Context: an optimization exercise on an open-source flow, tuned for small area. The choices shown serve that exercise and are no tape-out recipe.
Function was checked by simulation only, so behaviour that the tests miss may differ from the original.
Power is estimated from default activity; no workload was simulated.

**design/flow/design.v**
```verilog
module keyboard_inner_driver(keyboard_clk, keyboard_data, clock50, reset, strobe, scan_code);
input keyboard_clk;
input keyboard_data;
input clock50;
input reset;
output strobe;        
output [7:0] scan_code;
reg clock;            
reg fb;               
reg [2:0] fc;         
reg kf, kfd;          
reg read_char;
reg [3:0] incnt;
reg [7:0] shiftin;
wire kclk_rise = kf & ~kfd;
wire full = (fc == 3'd7);
assign strobe = (incnt == 4'd12);
assign scan_code = shiftin;
always @(posedge clock50)
    if (reset) clock <= 1'b0;
    else clock <= ~clock;
always @(posedge clock50)
begin
   if (reset)
   begin
      fb <= 1'b1;
      fc <= 3'd7;
      kf <= 1'b1;
      kfd <= 1'b1;
   end
   else
   begin
      kfd <= kf;
      if (clock)
      begin
         if (full) kf <= fb;
         if (keyboard_clk == fb) begin
            if (!full) fc <= fc + 3'd1;
         end else begin
            fb <= keyboard_clk;
            fc <= 3'd0;
         end
      end
   end
end
always @(posedge clock50)
begin
   if (reset)
   begin
      incnt <= 4'd0;
      read_char <= 1'b0;
   end
   else if (incnt[3] & (incnt[2] | incnt[1]))
   begin
      incnt <= strobe ? 4'd0 : incnt + 4'd1;
   end
   else if (kclk_rise)
   begin
      if (keyboard_data == 1'b0 && read_char == 1'b0)
         read_char <= 1'b1;
      else if (read_char)
      begin
         if (incnt == 4'd9)
         begin
            incnt <= 4'd10;
            read_char <= 1'b0;
         end
         else
         begin
            incnt <= incnt + 4'd1;
            if (!incnt[3]) shiftin <= {keyboard_data, shiftin[7:1]};
         end
      end
   end
end
endmodule
module keyboard_press_driver(
  input  CLOCK_50,
  output reg [2:0] ev,
  input    PS2DAT,  
  input    PS2CLK,  
  input reset
);
reg state;            
reg [2:0] fs;         
wire strobe;
wire [7:0] scan_code;
reg [2:0] k;
keyboard_inner_driver kbd(
  .keyboard_clk(PS2CLK),
  .keyboard_data(PS2DAT),
  .clock50(CLOCK_50),
  .reset(reset),
  .strobe(strobe),
  .scan_code(scan_code)
);
always @(*)
  case (scan_code)
    8'h16: k = 3'd1;
    8'h1e: k = 3'd2;
    8'h26: k = 3'd3;
    8'h1b: k = 3'd4;
    8'h23: k = 3'd5;
    8'h2b: k = 3'd6;
    8'h34: k = 3'd7;
    default: k = 3'd0;
  endcase
always @(posedge CLOCK_50)
  if (reset)
  begin
    state <= 1'b0;
    fs <= 3'd0;
    ev <= 3'd0;
  end
  else
  begin
    ev <= 3'd0;
    if (strobe)
    begin
      if (!state)
      begin
        if (scan_code == 8'hF0)
          state <= 1'b1;
        else if (scan_code != 8'hE0)
        begin
          fs <= k;
          if (fs != k) ev <= k;
        end
      end
      else
      begin
        state <= 1'b0;
        if (fs == k) fs <= 3'd0;
        ev <= k;
      end
    end
  end
endmodule
module whac_a_mole(
	input        CLOCK_50,
	input        resetn,    
	input        restart,   
	input        PS2_DAT,
	input        PS2_CLK,
	output [6:0] HEX0,
	output [6:0] HEX1,
	output       plot,
	output [7:0] x,
	output [6:0] y,
	output [2:0] colour
	);
	wire [2:0] ev;
	keyboard_press_driver KEYBOARD(
		.CLOCK_50(CLOCK_50),
		.ev(ev),
		.PS2DAT(PS2_DAT),
		.PS2CLK(PS2_CLK),
		.reset(~resetn)
		);
	wire go = ~ev[2] & (ev[1] | ev[0]);
	reg [1:0] difficulty;
	always @(posedge CLOCK_50)
		if (!resetn) difficulty <= 2'b00;
		else if (ev == 3'd1) difficulty <= 2'b01;
		else if (ev == 3'd2) difficulty <= 2'b10;
	wire draw_mole, draw_hammer, draw_n, clear, erase, update, count, clear_end, m, compare;
	wire [3:0] id, num_id;
	wire [1:0] mole_id;
	wire move, f, finish;
	wire [7:0] score, highscore;
	wire [3:0] digit;
	assign plot = draw_mole | draw_hammer | clear | erase | draw_n | clear_end;
	control c0(
		.clk(CLOCK_50), .resetn(resetn), .go(go), .move(move), .f(f),
		.finish(finish), .restart(restart),
		.draw_mole(draw_mole), .draw_hammer(draw_hammer), .clear(clear), .erase(erase),
		.update(update), .count(count), .m(m), .draw_n(draw_n), .clear_end(clear_end),
		.compare(compare), .id(id), .mole_id(mole_id), .num_id(num_id));
	datapath d0(
		.clk(CLOCK_50), .resetn(resetn), .restart(restart), .ev(ev),
		.draw_mole(draw_mole), .draw_hammer(draw_hammer), .erase(erase), .clear(clear),
		.update(update), .m(m), .draw_n(draw_n), .clear_end(clear_end), .compare(compare),
		.mole_id(mole_id), .id(id), .num_id(num_id), .digit_in(digit),
		.x(x), .y(y), .move(move), .rgb(colour), .score(score), .highscore(highscore));
	number_top n0(
		.CLOCK_50(CLOCK_50), .resetn(resetn), .restart(restart), .go(go),
		.difficulty(difficulty), .num_id(num_id), .finish(finish),
		.score(score), .highscore(highscore), .digit(digit));
	reg [6:0] dq;
	reg [5:0] fq;
	wire f_en = (dq == 7'd99);
	wire [5:0] frame = (difficulty == 2'd2) ? 6'd9 : (difficulty == 2'd3) ? 6'd4 : 6'd14;
	assign f = f_en & (fq == frame);
	always @(posedge CLOCK_50) begin
		if (!count) begin
			dq <= 7'd0;
			fq <= 6'd0;
		end else begin
			dq <= f_en ? 7'd0 : dq + 7'd1;
			if (f_en) fq <= (fq == frame) ? 6'd0 : fq + 6'd1;
		end
	end
	hex_decoder h0(.hex_digit(score[3:0]), .segments(HEX0));
	hex_decoder h1(.hex_digit(score[7:4]), .segments(HEX1));
endmodule
module control(
	input clk,
	input resetn,
	input go,
	input move, f,
	input finish, restart,
	output reg draw_mole, draw_hammer, clear, erase, update, count, m, draw_n, clear_end, compare,
	output reg [3:0] id,
	output reg [1:0] mole_id,
	output reg [3:0] num_id
	);
	reg [5:0] current_state, next_state;
	localparam  CLEAR = 6'd0,
		D_MOLE_1 = 6'd1, D_MOLE_2 = 6'd2, D_MOLE_3 = 6'd3, D_MOLE_4 = 6'd4,
		D_HAMMER_1 = 6'd5, D_HAMMER_2 = 6'd6, D_HAMMER_3 = 6'd7, D_HAMMER_4 = 6'd8,
		ERASE_1 = 6'd9, ERASE_2 = 6'd10, ERASE_3 = 6'd11, ERASE_4 = 6'd12,
		WAIT = 6'd13, UPDATE = 6'd14, COUNT_TIME = 6'd15,
		WAIT1 = 6'd16, WAIT2 = 6'd17, WAIT3 = 6'd18, WAIT4= 6'd19,
		EWAIT1= 6'd20, EWAIT2= 6'd21, EWAIT3= 6'd22, EWAIT4= 6'd23,
		HWAIT1= 6'd24, HWAIT2= 6'd25, HWAIT3= 6'd26, HWAIT4= 6'd27,
		COUNT_WAIT= 6'd28,
		D_NUM_1 = 6'd29, D_NUM_2 = 6'd30, D_NUM_3 = 6'd31, D_NUM_4 = 6'd32, D_NUM_5 = 6'd33, D_NUM_6 = 6'd34,
		WAIT1N = 6'd35, WAIT2N = 6'd36, WAIT3N = 6'd37, WAIT4N= 6'd38, WAIT5N= 6'd39, WAIT6N= 6'd40,
		CLEAR_END = 6'd42, ENDWAIT = 6'd43,
		D_ENDNUM_1 = 6'd44, D_ENDNUM_2 = 6'd45, D_ENDNUM_3 = 6'd46, D_ENDNUM_4 = 6'd47,
		ENDWAIT1 = 6'd48, ENDWAIT2 = 6'd49, ENDWAIT3 = 6'd50, ENDWAIT4 = 6'd51,
		RESTART = 6'd52;
	always @(*) begin
		case (current_state)
		CLEAR: next_state = move ? WAIT : CLEAR;
		WAIT: next_state = go ? D_NUM_1 : WAIT;
		D_NUM_1: next_state = move ? WAIT1N : D_NUM_1;
		WAIT1N:  next_state = D_NUM_2;
		D_NUM_2: next_state = move ? WAIT2N : D_NUM_2;
		WAIT2N:  next_state = D_NUM_3;
		D_NUM_3: next_state = move ? WAIT3N : D_NUM_3;
		WAIT3N:  next_state = D_NUM_4;
		D_NUM_4: next_state = move ? WAIT4N : D_NUM_4;
		WAIT4N:  next_state = D_NUM_5;
		D_NUM_5: next_state = move ? WAIT5N : D_NUM_5;
		WAIT5N:  next_state = D_NUM_6;
		D_NUM_6: next_state = move ? WAIT6N : D_NUM_6;
		WAIT6N:  next_state = D_MOLE_1;
		D_MOLE_1: next_state = move ? WAIT1 : D_MOLE_1;
		WAIT1: next_state = D_MOLE_2;
		D_MOLE_2: next_state = move ? WAIT2 : D_MOLE_2;
		WAIT2: next_state = D_MOLE_3;
		D_MOLE_3: next_state = move ? WAIT3 : D_MOLE_3;
		WAIT3: next_state = D_MOLE_4;
		D_MOLE_4: next_state = move ? WAIT4 : D_MOLE_4;
		WAIT4: next_state = COUNT_TIME;
		COUNT_TIME: next_state = f ? COUNT_WAIT : COUNT_TIME;
		COUNT_WAIT: next_state = finish ? CLEAR_END : ERASE_1;
		ERASE_1: next_state = move ? EWAIT1 : ERASE_1;
		EWAIT1: next_state = ERASE_2;
		ERASE_2: next_state = move ? EWAIT2 : ERASE_2;
		EWAIT2: next_state = ERASE_3;
		ERASE_3: next_state = move ? EWAIT3 : ERASE_3;
		EWAIT3: next_state = ERASE_4;
		ERASE_4: next_state = move ? EWAIT4 : ERASE_4;
		EWAIT4: next_state = UPDATE;
		UPDATE: next_state = D_HAMMER_1;
		D_HAMMER_1: next_state = move ? HWAIT1 : D_HAMMER_1;
		HWAIT1: next_state = D_HAMMER_2;
		D_HAMMER_2: next_state = move ? HWAIT2 : D_HAMMER_2;
		HWAIT2: next_state = D_HAMMER_3;
		D_HAMMER_3: next_state = move ? HWAIT3 : D_HAMMER_3;
		HWAIT3: next_state = D_HAMMER_4;
		D_HAMMER_4: next_state = move ? HWAIT4 : D_HAMMER_4;
		HWAIT4: next_state = D_NUM_1;
		CLEAR_END: next_state = move ? ENDWAIT : CLEAR_END;
		ENDWAIT: next_state = D_ENDNUM_1;
		D_ENDNUM_1: next_state = move ? ENDWAIT1 : D_ENDNUM_1;
		ENDWAIT1:  next_state = D_ENDNUM_2;
		D_ENDNUM_2: next_state = move ? ENDWAIT2 : D_ENDNUM_2;
		ENDWAIT2:  next_state = D_ENDNUM_3;
		D_ENDNUM_3: next_state = move ? ENDWAIT3 : D_ENDNUM_3;
		ENDWAIT3:  next_state = D_ENDNUM_4;
		D_ENDNUM_4: next_state = move ? ENDWAIT4 : D_ENDNUM_4;
		ENDWAIT4:  next_state = restart ? ENDWAIT4 : RESTART;
		RESTART: next_state = CLEAR;
		default: next_state = CLEAR;
		endcase
	end
	always @(*) begin
		clear_end = 1'b0; erase = 1'b0; draw_mole = 1'b0; draw_hammer = 1'b0;
		draw_n = 1'b0; clear = 1'b0; update = 1'b0; count = 1'b0; m = 1'b1;
		num_id = 4'd1; mole_id = 2'd0; id = 4'd0; compare = 1'b0;
		case (current_state)
		CLEAR:      begin clear = 1'b1; m = 1'b0; end
		D_MOLE_1:   begin draw_mole = 1'b1; m = 1'b0; end
		D_MOLE_2:   begin draw_mole = 1'b1; mole_id = 2'd1; id = 4'd1; m = 1'b0; end
		D_MOLE_3:   begin draw_mole = 1'b1; mole_id = 2'd2; id = 4'd2; m = 1'b0; end
		D_MOLE_4:   begin draw_mole = 1'b1; mole_id = 2'd3; id = 4'd3; m = 1'b0; end
		D_HAMMER_1: begin draw_hammer = 1'b1; m = 1'b0; end
		D_HAMMER_2: begin draw_hammer = 1'b1; mole_id = 2'd1; id = 4'd1; m = 1'b0; end
		D_HAMMER_3: begin draw_hammer = 1'b1; mole_id = 2'd2; id = 4'd2; m = 1'b0; end
		D_HAMMER_4: begin draw_hammer = 1'b1; mole_id = 2'd3; id = 4'd3; m = 1'b0; end
		ERASE_1:    begin erase = 1'b1; m = 1'b0; end
		ERASE_2:    begin erase = 1'b1; mole_id = 2'd1; id = 4'd1; m = 1'b0; end
		ERASE_3:    begin erase = 1'b1; mole_id = 2'd2; id = 4'd2; m = 1'b0; end
		ERASE_4:    begin erase = 1'b1; mole_id = 2'd3; id = 4'd3; m = 1'b0; end
		UPDATE:     begin update = 1'b1; m = 1'b0; end
		COUNT_TIME: begin count = 1'b1; m = 1'b0; end
		D_NUM_1:    begin draw_n = 1'b1; num_id = 4'd1; id = 4'd4; m = 1'b0; end
		D_NUM_2:    begin draw_n = 1'b1; num_id = 4'd2; id = 4'd5; m = 1'b0; end
		D_NUM_3:    begin draw_n = 1'b1; num_id = 4'd3; id = 4'd6; m = 1'b0; end
		D_NUM_4:    begin draw_n = 1'b1; num_id = 4'd4; id = 4'd7; m = 1'b0; end
		D_NUM_5:    begin draw_n = 1'b1; num_id = 4'd5; id = 4'd8; m = 1'b0; end
		D_NUM_6:    begin draw_n = 1'b1; num_id = 4'd6; id = 4'd9; m = 1'b0; end
		CLEAR_END:  begin clear_end = 1'b1; m = 1'b0; end
		D_ENDNUM_1: begin draw_n = 1'b1; num_id = 4'd7; id = 4'd10; m = 1'b0; end
		D_ENDNUM_2: begin draw_n = 1'b1; num_id = 4'd8; id = 4'd11; m = 1'b0; end
		D_ENDNUM_3: begin draw_n = 1'b1; num_id = 4'd9; id = 4'd10; m = 1'b0; end
		D_ENDNUM_4: begin draw_n = 1'b1; num_id = 4'd10; id = 4'd11; m = 1'b0; end
		ENDWAIT:    begin compare = 1'b1; end
		default: ;
		endcase
	end
	always @(posedge clk)
		if (!resetn) current_state <= CLEAR;
		else current_state <= next_state;
endmodule
module datapath(
	input clk,
	input resetn, restart,
	input [2:0] ev,
	input draw_mole, draw_hammer, erase, clear, update, m, draw_n, clear_end, compare,
	input [1:0] mole_id,
	input [3:0] id, num_id,
	input [3:0] digit_in,
	output reg [7:0] x,
	output reg [6:0] y,
	output reg move,
	output reg [2:0] rgb,
	output reg [7:0] score,
	output reg [7:0] highscore
	);
	reg [7:0] x_counter;
	reg [6:0] y_counter;
	reg [7:0] counter;
	reg [4:0] i;
	reg [15:0] mole;
	reg [19:0] sp;
	reg [3:0] direction;
	reg [3:0] score_reg, hammer, hammer_to_draw, hammer_up, h_state;
	reg [7:0] x_posi;
	reg [6:0] y_posi;
	reg [3:0] seqbit;
	integer k;
	localparam [23:0] S1 = 24'b110000111100101100110000,
		S2 = 24'b110011000110011110110011,
		S3 = 24'b000110011011000111001100,
		S4 = 24'b001101100110110011011011;
	always @(*) begin
		for (k = 0; k < 4; k = k + 1) begin
			case (k)
			0: seqbit[k] = S1[5'd23 - sp[5*k +: 5]];
			1: seqbit[k] = S2[5'd23 - sp[5*k +: 5]];
			2: seqbit[k] = S3[5'd23 - sp[5*k +: 5]];
			default: seqbit[k] = S4[5'd23 - sp[5*k +: 5]];
			endcase
		end
	end
	always @(*) begin
		case (id)
		4'd0: x_posi = 8'd19;
		4'd1: x_posi = 8'd43;
		4'd2: x_posi = 8'd67;
		4'd3: x_posi = 8'd91;
		4'd4: x_posi = 8'd32;
		4'd5: x_posi = 8'd38;
		4'd6: x_posi = 8'd74;
		4'd7: x_posi = 8'd80;
		4'd8: x_posi = 8'd86;
		4'd9: x_posi = 8'd134;
		4'd10: x_posi = 8'd95;
		4'd11: x_posi = 8'd101;
		default: x_posi = 8'd19;
		endcase
	end
	always @(*) begin
		if (draw_hammer) y_posi = h_state[mole_id] ? 7'd48 : 7'd45;
		else if (erase) y_posi = 7'd45;
		else if (draw_n) begin
			case (num_id)
			4'd7, 4'd8: y_posi = 7'd45;
			4'd9, 4'd10: y_posi = 7'd59;
			default: y_posi = 7'd13;
			endcase
		end
		else y_posi = {3'b011, mole[4*mole_id +: 4]};
	end
	reg [19:0] seq_20;
	always @(*)
		case (digit_in)
		4'd1: seq_20 = 20'b0100_0100_0100_0100_0100;
		4'd2: seq_20 = 20'b0111_0001_0111_0100_0111;
		4'd3: seq_20 = 20'b0111_0100_0111_0100_0111;
		4'd4: seq_20 = 20'b0100_0100_0111_0101_0101;
		4'd5: seq_20 = 20'b0111_0100_0111_0001_0111;
		4'd6: seq_20 = 20'b0111_0101_0111_0001_0111;
		4'd7: seq_20 = 20'b0100_0100_0100_0100_0111;
		4'd8: seq_20 = 20'b0111_0101_0111_0101_0111;
		4'd9: seq_20 = 20'b0111_0100_0111_0101_0111;
		default: seq_20 = 20'b0111_0101_0101_0101_0111;
		endcase
	wire end_black;
	end_picture ep(.xc(x_counter), .yc(y_counter), .black(end_black));
	always @(posedge clk) begin
		if (resetn == 0) begin
			x <= 8'd0; y <= 7'd0; move <= 1'b0; rgb <= 3'd0;
			score <= 8'd0; highscore <= 8'd0;
			x_counter <= 8'd0; y_counter <= 7'd25; counter <= 8'd0; i <= 5'd0;
			for (k = 0; k < 4; k = k + 1) begin
				mole[4*k +: 4] <= 4'd11;
				sp[5*k +: 5] <= 5'd0;
			end
			hammer <= 4'b0; hammer_to_draw <= 4'b0; hammer_up <= 4'b0; h_state <= 4'b0;
			score_reg <= 4'b0; direction <= 4'b0;
		end
		else begin
			if (restart == 0) begin
				x <= 8'd0; y <= 7'd0; move <= 1'b0; rgb <= 3'd0;
				score <= 8'd0;
				x_counter <= 8'd0; y_counter <= 7'd25; counter <= 8'd0; i <= 5'd0;
				for (k = 0; k < 4; k = k + 1) begin
					mole[4*k +: 4] <= 4'd11;
					sp[5*k +: 5] <= 5'd0;
				end
				hammer <= 4'b0; hammer_to_draw <= 4'b0; hammer_up <= 4'b0; h_state <= 4'b0;
				score_reg <= 4'b0; direction <= 4'b0;
			end
			if (m) begin
				move <= 1'b0;
				counter <= 8'd0;
			end
			if (compare) begin
				if (score > highscore) highscore <= score;
			end
			if (update) begin
				x_counter <= 8'd0;
				y_counter <= 7'd25;
				move <= 1'b0;
				hammer_to_draw <= hammer;
				hammer <= 4'd0;
				hammer_up <= hammer_to_draw;
				score <= score + score_reg[0] + score_reg[1] + score_reg[2] + score_reg[3];
				score_reg <= 4'd0;
				for (k = 0; k < 4; k = k + 1) begin
					if (mole[4*k +: 4] == 4'd11) begin
						direction[k] <= seqbit[k];
						sp[5*k +: 5] <= (sp[5*k +: 5] == 5'd23) ? 5'd0 : sp[5*k +: 5] + 5'd1;
					end
					else if (mole[4*k +: 4] == 4'd3)
						direction[k] <= 1'b0;
					if (direction[k]) begin
						if (mole[4*k +: 4] != 4'd3) mole[4*k +: 4] <= mole[4*k +: 4] - 4'd1;
					end
					else begin
						if (mole[4*k +: 4] != 4'd11) mole[4*k +: 4] <= mole[4*k +: 4] + 4'd1;
					end
				end
				h_state <= hammer_up;
			end
			if (update == 0) begin
				for (k = 0; k < 4; k = k + 1)
					if (ev == 3'd4 + k) begin
						hammer[k] <= 1'b1;
						if (mole[4*k +: 4] == 4'd3 || (mole[4*k +: 4] == 4'd4 && direction[k]))
							score_reg[k] <= 1'b1;
					end
			end
			if (clear | clear_end) begin
				if (clear) rgb <= (y_counter < 7'd60) ? 3'b111 : 3'b000;
				else rgb <= end_black ? 3'b000 : 3'b111;
				x_counter <= x_counter + 8'd1;
				if (x_counter == 8'd159) begin
					x_counter <= 8'd0;
					y_counter <= y_counter + 7'd1;
				end
				if (x_counter == 8'd159 && y_counter == 7'd119) begin
					y_counter <= 7'd25;
					move <= 1'b1;
				end
				x <= x_counter;
				y <= y_counter;
			end
			if (draw_n) begin
				if (counter[4:0] == 5'd19) move <= 1'b1;
				i <= counter[4:0];
				if (i < 5'd20 && seq_20[i] == 1'b1) rgb <= 3'b000;
				else rgb <= 3'b111;
				counter <= counter + 8'd1;
				x <= x_posi + counter[1:0];
				y <= y_posi + counter[4:2];
			end
			if (draw_mole) begin
				if (counter[5:0] == 6'b111111) move <= 1'b1;
				rgb <= 3'b110;
				if (counter[2:0] == 3'd0) begin
					if (counter[5:3] == 3'd0 || counter[5:3] == 3'd3 || counter[5:3] == 3'd4 || counter[5:3] == 3'd7)
						rgb <= 3'b111;
				end
				if (counter[2:0] == 3'd2 || counter[2:0] == 3'd3) begin
					if (counter[5:3] == 3'd2 || counter[5:3] == 3'd5)
						rgb <= 3'b000;
				end
				if (counter[2:0] == 3'd5) begin
					if (counter[5:3] == 3'd3 || counter[5:3] == 3'd4)
						rgb <= 3'b100;
				end
				if (counter[2:0] == 3'd6 || counter[2:0] == 3'd7)
					rgb <= 3'b000;
				counter <= counter + 8'd1;
				x <= x_posi + counter[5:3];
				y <= y_posi + counter[2:0];
			end
			if (draw_hammer) begin
				if (counter[4:0] == 5'b11111) move <= 1'b1;
				if (hammer_to_draw[mole_id] == 1'b1 || hammer_up[mole_id] == 1'b1) begin
					rgb <= 3'b011;
					if (counter[4]) begin
						if (counter[1:0] == 2'd0 || counter[1:0] == 2'd3) rgb <= 3'b111;
						else rgb <= 3'b101;
					end
				end
				else rgb <= 3'b111;
				counter <= counter + 8'd1;
				x <= x_posi + counter[4:2];
				y <= y_posi + counter[1:0];
			end
			if (erase) begin
				if (counter == 8'd159) move <= 1'b1;
				rgb <= (counter[7:3] < 5'd16) ? 3'b111 : 3'b000;
				counter <= counter + 8'd1;
				x <= x_posi + counter[2:0];
				y <= y_posi + counter[7:3];
			end
		end
	end
endmodule
module end_picture(input [7:0] xc, input [6:0] yc, output reg black);
	always @(*) begin
		black = 1'b0;
		if (yc >= 7'd76) black = 1'b1;
		else begin
			case (yc)
			7'd28: black = (xc > 54 && xc < 59) || xc == 61 || xc == 62 || xc == 69 || xc == 70 || xc == 74 || xc == 75 || xc == 87 || xc == 91
				|| xc == 65 || xc == 66 || xc == 67 || xc == 94 || xc == 95 || xc == 98 || xc == 100 || (xc > 81 && xc < 85);
			7'd29: black = xc == 54 || xc == 58 || xc == 63 || xc == 71 || xc == 73 || xc == 76 || xc == 81 || xc == 85 || xc == 88 || xc == 90 || xc == 93
				|| xc == 65 || xc == 68 || xc == 96 || xc == 98 || xc == 99;
			7'd30: black = xc == 54 || xc == 58 || xc == 63 || xc == 61 || xc == 62 || xc == 74 || xc == 75
				|| xc == 71 || xc == 73 || xc == 76 || xc == 81 || xc == 85 || xc == 88 || xc == 90 || xc == 93
				|| xc == 65 || xc == 68 || xc == 98 || xc == 94 || xc == 95;
			7'd31: black = xc == 54 || xc == 58 || xc == 63 || xc == 60
				|| xc == 71 || xc == 73 || xc == 81 || xc == 85 || xc == 88 || xc == 90 || xc == 93
				|| xc == 65 || xc == 68 || xc == 96 || xc == 98;
			7'd32: black = (xc > 54 && xc < 59) || (xc > 60 && xc < 64)
				|| xc == 71 || xc == 74 || xc == 75 || xc == 76 || xc == 89 || xc == 94
				|| xc == 65 || xc == 68 || xc == 82 || xc == 83 || xc == 84 || xc == 96 || xc == 98 || xc == 95;
			7'd33: black = xc == 58;
			7'd34: black = xc > 54 && xc < 58;
			7'd45: black = (xc > 48 && xc < 52) || xc == 42 || xc == 46 || xc == 54 || xc == 58 || xc == 60 || xc == 62
				|| (xc > 66 && xc < 70) || (xc > 71 && xc < 75) || (xc > 76 && xc < 80)
				|| xc == 82 || xc == 84 || xc == 87 || xc == 88 || xc == 92;
			7'd46: black = xc == 43 || xc == 45 || xc == 48 || xc == 52 || xc == 54 || xc == 58 || xc == 60 || xc == 61
				|| xc == 86 || xc == 89 || xc == 92
				|| xc == 67 || xc == 71 || xc == 76 || xc == 80 || xc == 82 || xc == 83;
			7'd47: black = xc == 43 || xc == 45 || xc == 48 || xc == 52 || xc == 54 || xc == 58 || xc == 60
				|| xc == 86 || xc == 89 || xc == 87 || xc == 88
				|| xc == 68 || xc == 71 || xc == 76 || xc == 80 || xc == 82;
			7'd48: black = xc == 43 || xc == 45 || xc == 48 || xc == 52 || xc == 54 || xc == 58 || xc == 60
				|| xc == 86 || xc == 92
				|| xc == 69 || xc == 71 || xc == 76 || xc == 80 || xc == 82;
			7'd49: black = (xc > 54 && xc < 59) || xc == 44 || xc == 49 || xc == 50 || xc == 51 || xc == 60
				|| (xc > 71 && xc < 75) || (xc > 66 && xc < 70) || (xc > 76 && xc < 80)
				|| xc == 82 || xc == 87 || xc == 88 || xc == 89 || xc == 92;
			7'd50: black = xc == 44;
			7'd51: black = xc == 43;
			7'd56: black = xc == 32 || xc == 46;
			7'd57: black = xc == 32 || xc == 46 || xc == 38 || xc == 61;
			7'd58: black = xc == 32 || xc == 46 || xc == 61;
			7'd59: black = (xc > 31 && xc < 36) || (xc > 40 && xc < 45) || (xc > 45 && xc < 50) || (xc > 56 && xc < 60)
				|| xc == 38 || xc == 53 || xc == 54 || xc == 61 || xc == 62
				|| (xc > 66 && xc < 70) || (xc > 71 && xc < 75) || (xc > 76 && xc < 80)
				|| xc == 82 || xc == 84 || xc == 87 || xc == 88 || xc == 92;
			7'd60: black = xc == 32 || xc == 36 || xc == 38 || xc == 40 || xc == 44
				|| xc == 46 || xc == 50 || xc == 52 || xc == 55 || xc == 57 || xc == 61
				|| xc == 86 || xc == 89 || xc == 92
				|| xc == 67 || xc == 71 || xc == 76 || xc == 80 || xc == 82 || xc == 83;
			7'd61: black = xc == 32 || xc == 36 || xc == 38 || xc == 40 || xc == 44 || xc == 53 || xc == 54
				|| xc == 46 || xc == 50 || xc == 52 || xc == 55 || xc == 58 || xc == 61
				|| xc == 86 || xc == 89 || xc == 87 || xc == 88
				|| xc == 68 || xc == 71 || xc == 76 || xc == 80 || xc == 82;
			7'd62: black = xc == 32 || xc == 36 || xc == 38 || xc == 40 || xc == 44
				|| xc == 46 || xc == 50 || xc == 52 || xc == 59 || xc == 61
				|| xc == 86 || xc == 92
				|| xc == 69 || xc == 71 || xc == 76 || xc == 80 || xc == 82;
			7'd63: black = xc == 32 || xc == 36 || xc == 38 || xc == 41 || xc == 44 || xc == 42 || xc == 43
				|| (xc > 52 && xc < 56) || (xc > 56 && xc < 60)
				|| xc == 46 || xc == 50 || xc == 59 || xc == 62
				|| (xc > 71 && xc < 75) || (xc > 66 && xc < 70) || (xc > 76 && xc < 80)
				|| xc == 82 || xc == 87 || xc == 88 || xc == 89 || xc == 92;
			7'd64: black = xc == 44;
			7'd65: black = xc > 40 && xc < 44;
			default: black = 1'b0;
			endcase
		end
	end
endmodule
module number_top(
	input CLOCK_50, resetn, restart, go,
	input [1:0] difficulty,
	input [3:0] num_id,
	input [7:0] score, highscore,
	output reg finish,
	output reg [3:0] digit
	);
	reg [1:0] t_tens;
	reg [3:0] t_units;
	reg watch;
	reg [6:0] q1;
	reg [5:0] q2;
	wire frame_en = watch & (q1 == 7'd99);
	wire en = frame_en & (q2 == 6'd59);
	always @(posedge CLOCK_50) begin
		if (!resetn) begin
			q1 <= 7'd0;
			q2 <= 6'd0;
		end else begin
			if (watch) q1 <= (q1 == 7'd99) ? 7'd0 : q1 + 7'd1;
			if (frame_en) q2 <= (q2 == 6'd59) ? 6'd0 : q2 + 6'd1;
		end
	end
	always @(posedge CLOCK_50) begin
		if (resetn == 0 || restart == 0) begin
			t_tens <= 2'd3;
			t_units <= 4'd0;
			finish <= 1'b0;
			watch <= 1'b0;
		end
		else begin
			if (go) watch <= 1'b1;
			if (watch) begin
				if (t_tens == 2'd0 && t_units == 4'd0) begin
					t_tens <= 2'd3;
					t_units <= 4'd0;
					finish <= 1'b1;
					watch <= 1'b0;
				end
				else if (en) begin
					if (t_units == 4'd0) begin
						t_units <= 4'd9;
						t_tens <= t_tens - 2'd1;
					end
					else t_units <= t_units - 4'd1;
				end
			end
		end
	end
	wire hs = (num_id == 4'd9) || (num_id == 4'd10);
	wire [7:0] val = hs ? highscore : score;
	wire [7:0] tens = val / 8'd10;
	wire [7:0] units = val % 8'd10;
	always @(*)
		case (num_id)
		4'd2, 4'd8, 4'd10: digit = units[3:0];
		4'd3: digit = 4'd0;
		4'd4: digit = {2'b00, t_tens};
		4'd5: digit = t_units;
		4'd6: digit = {2'b00, difficulty};
		default: digit = tens[3:0];
		endcase
endmodule
module hex_decoder(hex_digit, segments);
	input [3:0] hex_digit;
	output reg [6:0] segments;
	always @(*)
		case (hex_digit)
		4'h0: segments = 7'b100_0000;
		4'h1: segments = 7'b111_1001;
		4'h2: segments = 7'b010_0100;
		4'h3: segments = 7'b011_0000;
		4'h4: segments = 7'b001_1001;
		4'h5: segments = 7'b001_0010;
		4'h6: segments = 7'b000_0010;
		4'h7: segments = 7'b111_1000;
		4'h8: segments = 7'b000_0000;
		4'h9: segments = 7'b001_1000;
		4'hA: segments = 7'b000_1000;
		4'hB: segments = 7'b000_0011;
		4'hC: segments = 7'b100_0110;
		4'hD: segments = 7'b010_0001;
		4'hE: segments = 7'b000_0110;
		default: segments = 7'b000_1110;
		endcase
endmodule
```
**design/flow/run.sh**
```bash
#!/bin/bash
# synth_recipe.tcl (not shown) runs the flow's synth.tcl, then flattens the netlist and writes it again
# the make line also repeats each setting of config.mk as NAME=value (left out here)
make -C /OpenROAD-flow-scripts/flow DESIGN_CONFIG=/design/flow/config.mk WORK_HOME=/design/flow/orfs CLKGATE_MAP_FILE= SYNTH_SCRIPT=/design/flow/synth_recipe.tcl finish
```
**design/flow/config.mk**
```make
export PLATFORM = sky130hd
export DESIGN_NAME = whac_a_mole
export DESIGN_NICKNAME = whac_a_mole
export VERILOG_FILES = /design/flow/design.v
export SDC_FILE = /design/flow/constraint.sdc
export NUM_CORES = 4
export LEC_CHECK = 0
export ABC_AREA = 1
export CAP_MARGIN = 20
export CORE_MARGIN = 2
export CORE_UTILIZATION = 50
export SLEW_MARGIN = 20
```
**design/flow/constraint.sdc**
```tcl
create_clock -name core_clock -period 10.0 [get_ports {CLOCK_50}]
set_input_delay 2.0000 -clock core_clock [delete_from_list [all_inputs] [get_ports {CLOCK_50}]]
set_output_delay 2.0000 -clock core_clock [all_outputs]
set_load 0.01 [all_outputs]
```
==> run notes <==
-- through the flow --
| stage | area [sq um] | std cells | total power, mW | util |
|---|---|---|---|---|
| after floorplan | 16200 | 2462 | 0.974 | - |
| after global placement | 16900 | 2859 | 0.999 | 0.534 |
| after detailed placement | 16900 | 2859 | 1.00 | 0.534 |
| after CTS | 17800 | 2905 | 1.96 | 0.561 |
| after global routing | 17800 | 2905 | 2.00 | 0.561 |
| final | 17800 | 2905 | 1.94 | 0.561 |
-- cells in the mapped netlist (29+ instances only) --
| master | number |
|---|---|
| inv_1 | 402 |
| nand2_1 | 382 |
| nor2_1 | 341 |
| dfxtp_1 | 218 |
| o21ai_0 | 191 |
| a21oi_1 | 185 |
| nand3_1 | 125 |
| ha_1 | 106 |
| nor3_1 | 71 |
| clkbuf_1 | 38 |
| o22ai_1 | 33 |
| o211ai_1 | 29 |
| xor2_1 | 29 |
-- worst min path at each step --
stage / cells after the start / start / to / slack (ns)
global route: 1 / dq[0] / dq[0] / 0.46
global placement: 1 / dq[0] / dq[0] / 0.43
CTS: 1 / dq[0] / dq[0] / 0.45
detailed placement: 1 / dq[0] / dq[0] / 0.44
floorplan: 1 / dq[0] / dq[0] / 0.42
finish: 1 / dq[0] / dq[0] / 0.45
-- layer usage --
metal  vias to the layer above  global-route usage  share of wire
li1                       8320                   -              -
met2                       592               0.486           0.47
met5                         -                   0              0
met1                      7718               0.362           0.44
met3                       106              0.0345          0.051
met4                         0               0.102          0.037
-- cell families (layout without fill, tap and decap cells) --
family / Yosys count / after routing
adders and majority gates: 115 / 115
AOI/OAI and AO/OA: 588 / 588
xor gates and xnor gates: 38 / 38
DFF: 226 / 226
and+or+nand+nor: 1032 / 1032
muxes: 1 / 1
buffers and inverters: 462 / 503
-- cell type report --
class / count / area, sq um / share of cell area
timing repair buffer: 44 / 418 / 0.0235
multi-input combinational: 1774 / 9850 / 0.554
clock buffer: 32 / 683 / 0.0384
tap: 402 / 503 / 0.0283
clock inverter: 14 / 178 / 0.00999
inverter: 413 / 1550 / 0.0871
sequential: 226 / 4600 / 0.259
-- where the power goes --
group / switching (mW) / internal [mW]
registers: 0.00660 / 0.911
clock network: 0.396 / 0.565
logic: 0.0454 / 0.0177
==> impl_metrics.ini <==
[synth]
synth_adder_area_share = 0.0930
mappedNetlistArea_sq_mm = 0.0162
synth_simple_gate_area_frac = 0.277
synth_top_family_by_area = simple AND/OR/NAND/NOR gates
muxShareOfSynthArea = 0.000695
synth-edff-count = 8
synth-seq-cells = 226
ys_warn_count = 8
synth.area.top_cells = dfxtp_1 27%, inv_1 9.3%, nand2_1 8.9%
synth.distinct_cells = 63
synth_area_in_compound_gates = 0.217
yosysSeqAreaShare = 0.284
synthesis.nets = 2582
synth_xor_area_frac = 0.0205
post-synth-top-area-cell = dfxtp_1
synthArstFlopShare = 0
synth_flop_cell = dfxtp_1
netlist_instances = 2462
synth.avg_cell_area_sq_um = 6.58
synth_top_cell_area_share = 0.269

[sta]
max_slew.worst_pin.slew_ns = 0.961
finalHoldViolations = 0
setup-tns-final_ns = 0
rsz_0062_raised_after_global_routing = false
maxClockFrequency_ghz = 0.195
fin_crit_sh = 0.514
drv_slew = 0
holdWs_ns = 0.451
final.setup_skew_ns = 0.0297
slew_headroom = 0.357
finalWorstSetupSlack_ns = 4.86
finalSetupViolations = 0
fin_crit_ns = 5.14

[setup_path]
timing.setup.critical_path_class = flip-flop to primary output
regToRegStartpoint = d0.num_id[3]
critical_path.most_common_cell = nand2_1
end_kind = primary output
cp-startpoint = draw_mole
cpLargestDelayFamily = buffers and inverters
worstPathMaxFanout = 19
worstSetupEndpoint = plot
cp_num_buf_inv = 3
critical_path.cell_chain = clkinv_1, nand2_1, inv_1, nand2_1, clkdlybuf4s50_1
cp_num_cells = 5
worst_setup_path_start_kind = flip-flop
arrival_ns = 3.14
regToRegEndpoint = d0.rgb[0]
max_stage_delay_ns = 0.67
r2r_setup_slack_ns = 5.54
worst-r2r-cell-count = 46
cp_data_required_time_ns = 8.00
crit_path_top_delay_cell = dfxtp_1

[global_routing]
grt_pass1_wl_microns = 78600
grt_overflow_total = 0
pin_count_of_the_biggest_net_entering_global_routing = 69
initial_antenna_violation_count = 0
grt_pass1_vias = 15700
grtUsageTotal = 0.282

[clock_network]
setup_fix_bufs_post_cts = 0
tritoncts_num_sinks = 226
cts-root-to-sink-buffers = 3
cts_repair_resize_count = 0
clk_transition_reported_paths_ns = 0.06
tritoncts_clock_tree = yes
postCtsHoldBufs = 0
cts-root-buf = clkbuf_16
worst_skew_pair.late_latency_ns = 0.56
tritoncts.num_buffers = 26
htree_levels = 1

[floorplan]
height_of_the_chip_microns = 184
chipWidth_microns = 184
coreArea_sq_mm = 0.0317
initial_utilization = 0.511
core.rowCount = 65
io_pins = 38
fp.dieArea_sq_mm = 0.0338

[place]
io_buffer_count = 37
pre_cts_ws_ns = 4.41
dp.final_hpwl_microns = 36400
place.gp.congestion = 0.970

[drt]
post-route-drc-count = 0
wl_microns = 47900
vias_per_cell = 5.76
drt_first_iter_violations = 1387
antenna_left = 0
avg_wl_per_cell_microns = 16.5
drt_pass1_iterations = 6
vias = 16700

[power]
power.ir.vdd_worst_uv = 148
power.leakage_nw = 7.41
power_per_cell_area_mw_per_mm2 = 109

[layout]
layout-drive-gt1-share = 0.0396
final_net_count = 2605
antenna_cells_inserted = 0
layout.cells.most_common = inv_1
area_growth_pct = 9.84
layout_common_cells = 401 x inv_1, 382 x nand2_1, 341 x nor2_1
max_ffs_per_register = 20
n_fill_cell = 3139

[outcome]
result_of_the_run = finished clean

[job]
maxCapViolCount = 0

[hold_path]
hold_wc_path_type = flip-flop to flip-flop

## re-timing with driven ports
Ports are ideal in the flow. The routed layout listed here was re-timed in OpenROAD.
Step 1 sets driving cells, clkbuf_16 on the clock port and buf_2 on the other inputs (assumed; they add their load-dependent delay and slew).
Step 2 times the ports against the registers' clock, not the clock port: input delays grow and output delays shrink by t, the midpoint of the rising clock arrivals with the driver on.
a / b / c = ideal ports / drivers / drivers and shift; a / b = the first two.
shift t [ns]: 0.597
slack for setup (ns): 4.865 / 4.813 / 4.340
latest minus earliest clock arrival (ns): 0.030 / 0.030
worst data-port slew with drivers (ns): 0.04
cell pins on the clock port's net: 1
After both steps setup and hold are still met in this run. For this run, drivers alone change the setup slack by -0.052 ns; drivers and shift together by -0.525 ns.
